From an optimization exercise on the open Yosys and OpenROAD flow, aimed at small area, a short achievable clock period and few clock cycles per item; shortcuts taken in it are not production practice. In this exercise RTL edits were held to simulation tests only and were not proved equivalent to the original. Power figures rest on the tool's default switching activity, not on a simulated workload.

==> flow/design.v <==
`timescale 1ns / 1ps
module top_k_priority_queue #(
    parameter int K = 8,
    parameter int EMBEDDING_DIM = 2
) (
    input  logic                                    clk,
    input  logic                                    rst_n,
    input  logic                                    push,
    output logic                                    done,
    input  logic [31:0]                             similarity,
    input  logic [31:0]                             doc_index,
    input  logic [EMBEDDING_DIM-1:0][31:0]          vector,
    output logic [K-1:0][31:0]                      topk_similarities,
    output logic [K-1:0][31:0]                      topk_indices,
    output logic [K-1:0][EMBEDDING_DIM-1:0][31:0]   topk_vectors
);
    localparam int W = 64 + 32 * EMBEDDING_DIM;    
    logic [W-1:0] entry [K];
    logic [W-1:0] item;
    logic [K-1:0] above;        
    assign item  = {vector, doc_index, similarity};
    always_ff @(posedge clk or negedge rst_n) begin
        if (!rst_n) done <= 1'b0;
        else if (push) done <= 1'b1;
    end
    for (genvar i = 0; i < K; i++) begin : g_entry
        logic [W-1:0] nxt;
        logic         sel_prev, sel_new, sel_hold;
        topk_gt32 u_cmp (.a(similarity), .b(entry[i][31:0]), .gt(above[i]));
        assign sel_hold = !(push && above[i]);
        if (i == 0) begin : g_first
            assign sel_new = push && above[i];
            topk_sel2 #(.W(W)) u_sel (
                .sel_a(sel_new),  .a(item),
                .sel_b(sel_hold), .b(entry[i]),
                .y(nxt)
            );
        end else begin : g_rest
            assign sel_prev = push && above[i-1];
            assign sel_new  = push && above[i] && !above[i-1];
            topk_sel3 #(.W(W)) u_sel (
                .sel_a(sel_prev), .a(entry[i-1]),
                .sel_b(sel_new),  .b(item),
                .sel_c(sel_hold), .c(entry[i]),
                .y(nxt)
            );
        end
        always_ff @(posedge clk or negedge rst_n) begin
            if (!rst_n) entry[i] <= '0;
            else        entry[i] <= nxt;
        end
        assign topk_similarities[i] = entry[i][31:0];
        assign topk_indices[i]      = entry[i][63:32];
        assign topk_vectors[i]      = entry[i][W-1:64];
    end
endmodule
module topk_sel3 #(
    parameter int W = 128
) (
    input  logic         sel_a,
    input  logic [W-1:0] a,
    input  logic         sel_b,
    input  logic [W-1:0] b,
    input  logic         sel_c,
    input  logic [W-1:0] c,
    output logic [W-1:0] y
);
    logic [W-1:0] ab_n, c_n;
    topk_aoi22 #(.W(W)) u_ab (.s0(sel_a), .d0(a), .s1(sel_b), .d1(b), .y_n(ab_n));
    topk_nand2 #(.W(W)) u_c  (.a({W{sel_c}}), .b(c), .y_n(c_n));
    topk_nand2 #(.W(W)) u_y  (.a(ab_n), .b(c_n), .y_n(y));
endmodule
module topk_aoi22 #(
    parameter int W = 128
) (
    input  logic         s0,
    input  logic [W-1:0] d0,
    input  logic         s1,
    input  logic [W-1:0] d1,
    output logic [W-1:0] y_n
);
    assign y_n = ~(({W{s0}} & d0) | ({W{s1}} & d1));
endmodule
module topk_nand2 #(
    parameter int W = 128
) (
    input  logic [W-1:0] a,
    input  logic [W-1:0] b,
    output logic [W-1:0] y_n
);
    assign y_n = ~(a & b);
endmodule
module topk_sel2 #(
    parameter int W = 128
) (
    input  logic         sel_a,
    input  logic [W-1:0] a,
    input  logic         sel_b,
    input  logic [W-1:0] b,
    output logic [W-1:0] y
);
    assign y = ({W{sel_a}} & a) | ({W{sel_b}} & b);
endmodule
module topk_gt32 (
    input  logic [31:0] a,
    input  logic [31:0] b,
    output logic        gt
);
    logic [31:0] b_n;
    logic [31:0] g0_n, e0_n;
    logic [15:0] g1, e1;
    logic [7:0]  g2_n, e2_n;
    logic [3:0]  g3, e3;
    logic [1:0]  g4_n, e4_n;
    assign b_n = ~b;
    topk_cmp_leaf_g u_l0_lsb (.a(a[0]), .b_n(b_n[0]), .g_n(g0_n[0]));
    assign e0_n[0] = 1'b0;
    for (genvar j = 1; j < 32; j++) begin : g_l0
        topk_cmp_leaf u (.a(a[j]), .b_n(b_n[j]), .g_n(g0_n[j]), .e_n(e0_n[j]));
    end
    topk_cmp_oai_g u_l1_lsb (.g_hi_n(g0_n[1]), .e_hi_n(e0_n[1]), .g_lo_n(g0_n[0]), .g(g1[0]));
    assign e1[0] = 1'b0;
    for (genvar j = 1; j < 16; j++) begin : g_l1
        topk_cmp_oai u (.g_hi_n(g0_n[2*j+1]), .e_hi_n(e0_n[2*j+1]),
                        .g_lo_n(g0_n[2*j]), .e_lo_n(e0_n[2*j]), .g(g1[j]), .e(e1[j]));
    end
    topk_cmp_aoi_g u_l2_lsb (.g_hi(g1[1]), .e_hi(e1[1]), .g_lo(g1[0]), .g_n(g2_n[0]));
    assign e2_n[0] = 1'b0;
    for (genvar j = 1; j < 8; j++) begin : g_l2
        topk_cmp_aoi u (.g_hi(g1[2*j+1]), .e_hi(e1[2*j+1]), .g_lo(g1[2*j]), .e_lo(e1[2*j]),
                        .g_n(g2_n[j]), .e_n(e2_n[j]));
    end
    topk_cmp_oai_g u_l3_lsb (.g_hi_n(g2_n[1]), .e_hi_n(e2_n[1]), .g_lo_n(g2_n[0]), .g(g3[0]));
    assign e3[0] = 1'b0;
    for (genvar j = 1; j < 4; j++) begin : g_l3
        topk_cmp_oai u (.g_hi_n(g2_n[2*j+1]), .e_hi_n(e2_n[2*j+1]),
                        .g_lo_n(g2_n[2*j]), .e_lo_n(e2_n[2*j]), .g(g3[j]), .e(e3[j]));
    end
    topk_cmp_aoi_g u_l4_lsb (.g_hi(g3[1]), .e_hi(e3[1]), .g_lo(g3[0]), .g_n(g4_n[0]));
    assign e4_n[0] = 1'b0;
    topk_cmp_aoi u_l4_msb (.g_hi(g3[3]), .e_hi(e3[3]), .g_lo(g3[2]), .e_lo(e3[2]),
                           .g_n(g4_n[1]), .e_n(e4_n[1]));
    assign gt = !(g4_n[1] && (e4_n[1] || g4_n[0]));
endmodule
module topk_cmp_leaf (
    input  logic a,
    input  logic b_n,
    output logic g_n,
    output logic e_n
);
    assign g_n = !(a && b_n);
    assign e_n = !(a || b_n);
endmodule
module topk_cmp_leaf_g (
    input  logic a,
    input  logic b_n,
    output logic g_n
);
    assign g_n = !(a && b_n);
endmodule
module topk_cmp_aoi_g (
    input  logic g_hi,
    input  logic e_hi,
    input  logic g_lo,
    output logic g_n
);
    assign g_n = !(g_hi || (e_hi && g_lo));
endmodule
module topk_cmp_oai_g (
    input  logic g_hi_n,
    input  logic e_hi_n,
    input  logic g_lo_n,
    output logic g
);
    assign g = !(g_hi_n && (e_hi_n || g_lo_n));
endmodule
module topk_cmp_aoi (
    input  logic g_hi,
    input  logic e_hi,
    input  logic g_lo,
    input  logic e_lo,
    output logic g_n,
    output logic e_n
);
    assign g_n = !(g_hi || (e_hi && g_lo));
    assign e_n = !(g_hi || (e_hi && e_lo));
endmodule
module topk_cmp_oai (
    input  logic g_hi_n,
    input  logic e_hi_n,
    input  logic g_lo_n,
    input  logic e_lo_n,
    output logic g,
    output logic e
);
    assign g = !(g_hi_n && (e_hi_n || g_lo_n));
    assign e = !(g_hi_n && (e_hi_n || e_lo_n));
endmodule
==> flow/config.mk <==
export PLATFORM = sky130hd
export DESIGN_NAME = top_k_priority_queue
export DESIGN_NICKNAME = top_k_priority_queue
export VERILOG_FILES = /design/flow/design.v
export SDC_FILE = /design/flow/constraint.sdc
export NUM_CORES = 4
export LEC_CHECK = 0
export CAP_MARGIN = 40
export CORE_AREA = 5 5 395 395
export CTS_CLUSTER_DIAMETER = 70
export CTS_CLUSTER_SIZE = 40
export DIE_AREA = 0 0 400 400
export PLACE_DENSITY = 0.45
export SETUP_SLACK_MARGIN = 3.9
export SLEW_MARGIN = 50
export SYNTH_HIERARCHICAL = 1
==> flow/constraint.sdc <==
create_clock -name core_clock -period 7.0 [get_ports {clk}]
set_input_delay 1.4000 -clock core_clock [delete_from_list [all_inputs] [get_ports {clk}]]
set_output_delay 1.4000 -clock core_clock [all_outputs]
set_load 0.01 [all_outputs]
standard.sh (not shown) runs the stock make flow with config.mk's settings and CLKGATE_MAP_FILE= SYNTH_SCRIPT=/design/flow/synth_recipe.tcl, a recipe that flattens the netlist after the stock synthesis.
==> flow/flow/run.sh <==
#!/bin/bash
export BUFFER_PORTS_ARGS="-buffer_cell sky130_fd_sc_hd__buf_1"
bash standard.sh > standard.log 2>&1
The baseline completed without violations.
Testbench counts at the start, summed over its fixed seeds: cycles 24,008, items 24,000.
Rerun with:
--- a/flow/config.mk
+++ b/flow/config.mk
@@ -8,7 +8,7 @@
 export CAP_MARGIN = 40
-export CORE_AREA = 5 5 395 395
+export CORE_AREA = 5 5 355 355
 export CTS_CLUSTER_DIAMETER = 70
 export CTS_CLUSTER_SIZE = 40
-export DIE_AREA = 0 0 400 400
-export PLACE_DENSITY = 0.45
+export DIE_AREA = 0 0 360 360
+export PLACE_DENSITY = 0.55
 export SETUP_SLACK_MARGIN = 3.9
Outcome:
- sequential power barely changes
- via count rises by 2.5%
- total power drops by 4.5%
- wire length drops by 1.8%
- register-to-register slack gets better by 120 ps
- combinational power came out higher by about 1%
- maximum frequency goes up by 0.39%
- die area goes down by 19%
- core utilization climbs by 9.8 points
- global-route usage is higher by 4.9 points
- design area came out lower by 0.81%
Rerun with:
--- a/flow/config.mk
+++ b/flow/config.mk
@@ -8,7 +8,7 @@
 export CAP_MARGIN = 40
-export CORE_AREA = 5 5 355 355
+export CORE_AREA = 5 5 335 335
 export CTS_CLUSTER_DIAMETER = 70
 export CTS_CLUSTER_SIZE = 40
-export DIE_AREA = 0 0 360 360
-export PLACE_DENSITY = 0.55
+export DIE_AREA = 0 0 340 340
+export PLACE_DENSITY = 0.6
 export SETUP_SLACK_MARGIN = 3.9
Setup slack loses 72 ps. Cell area rose by 1.0%. Synthesized cell count stays the same. Synthesized area stays the same. Wire length rose by 5.4%. Critical path depth shrinks by 1. Core utilization rose by 6.8 points. Clock skew barely changes. Fmax came out lower by 2.3%. Via count rises by 4.8%. Power stays flat.
Rerun with:
--- a/flow/config.mk
+++ b/flow/config.mk
@@ -7,10 +7,10 @@
 export LEC_CHECK = 0
-export CAP_MARGIN = 40
-export CORE_AREA = 5 5 335 335
+export CAP_MARGIN = 20
+export CORE_AREA = 5 5 395 395
 export CTS_CLUSTER_DIAMETER = 70
 export CTS_CLUSTER_SIZE = 40
-export DIE_AREA = 0 0 340 340
-export PLACE_DENSITY = 0.6
+export DIE_AREA = 0 0 400 400
+export PLACE_DENSITY = 0.45
 export SETUP_SLACK_MARGIN = 3.9
-export SLEW_MARGIN = 50
+export SLEW_MARGIN = 20
 export SYNTH_HIERARCHICAL = 1
=> The new run finished clean; wire length increases by a few percent; via count decreases by a few percent; cell count increases by a little under a tenth; register-to-register slack got worse by 200 ps; design area increases slightly.
Rerun with:
==> flow/config.mk (replaced) <==
export PLATFORM = sky130hd
export DESIGN_NAME = top_k_priority_queue
export DESIGN_NICKNAME = top_k_priority_queue
export VERILOG_FILES = /design/flow/design.v
export SDC_FILE = /design/flow/constraint.sdc
export NUM_CORES = 4
export LEC_CHECK = 0
export CAP_MARGIN = 40
export CORE_AREA = 5 5 355 355
export CTS_CLUSTER_DIAMETER = 70
export CTS_CLUSTER_SIZE = 40
export DIE_AREA = 0 0 360 360
export PLACE_DENSITY = 0.55
export SETUP_SLACK_MARGIN = 3.85
export SLEW_MARGIN = 50
export SYNTH_HIERARCHICAL = 1
The changed run ran to the end with no violations.
Count of clock-buffer cells in the layout came out lower by 11.
Routed wire length went down by roughly a tenth.
Clock power went down by roughly a tenth.

port drivers added, routing unchanged:
How much do the figures lean on ideal ports? The routed layouts below were timed once more, with nothing changed but the port constraints.
Step 1 (the two cells are an assumption about what drives the block):
set clk [get_ports {clk}]
set_driving_cell -lib_cell sky130_fd_sc_hd__clkbuf_16 $clk
set_driving_cell -lib_cell sky130_fd_sc_hd__buf_2 [delete_from_list [all_inputs] $clk]
Step 2 times the ports against the registers' clock, not the clock port: input delays grow and output delays shrink by t, the midpoint of the rising clock arrivals with the driver on.
Slacks: ideal ports / drivers / drivers and shift; pairs: ideal ports / drivers.
run	shift t [ns]	slack for setup (ns)	hold WS [ns]	worst setup path at the end
the first run	0.822	3.871 / 3.843 / 3.021	0.465 / 0.465 / 0.465	input to register
the second run	0.759	3.883 / 3.830 / 3.167	0.470 / 0.470 / 0.470	input to register
the third run	0.754	3.810 / 3.814 / 3.060	0.469 / 0.469 / 0.469	input to register
the fourth run	0.821	3.862 / 3.838 / 3.018	0.464 / 0.464 / 0.464	input to register
the fifth run	0.760	3.839 / 3.851 / 3.129	0.470 / 0.470 / 0.470	input to register
After both steps every run listed still meets setup and hold. For the first run, which loses most, drivers alone change the setup slack by -0.028 ns; drivers and shift together by -0.850 ns.
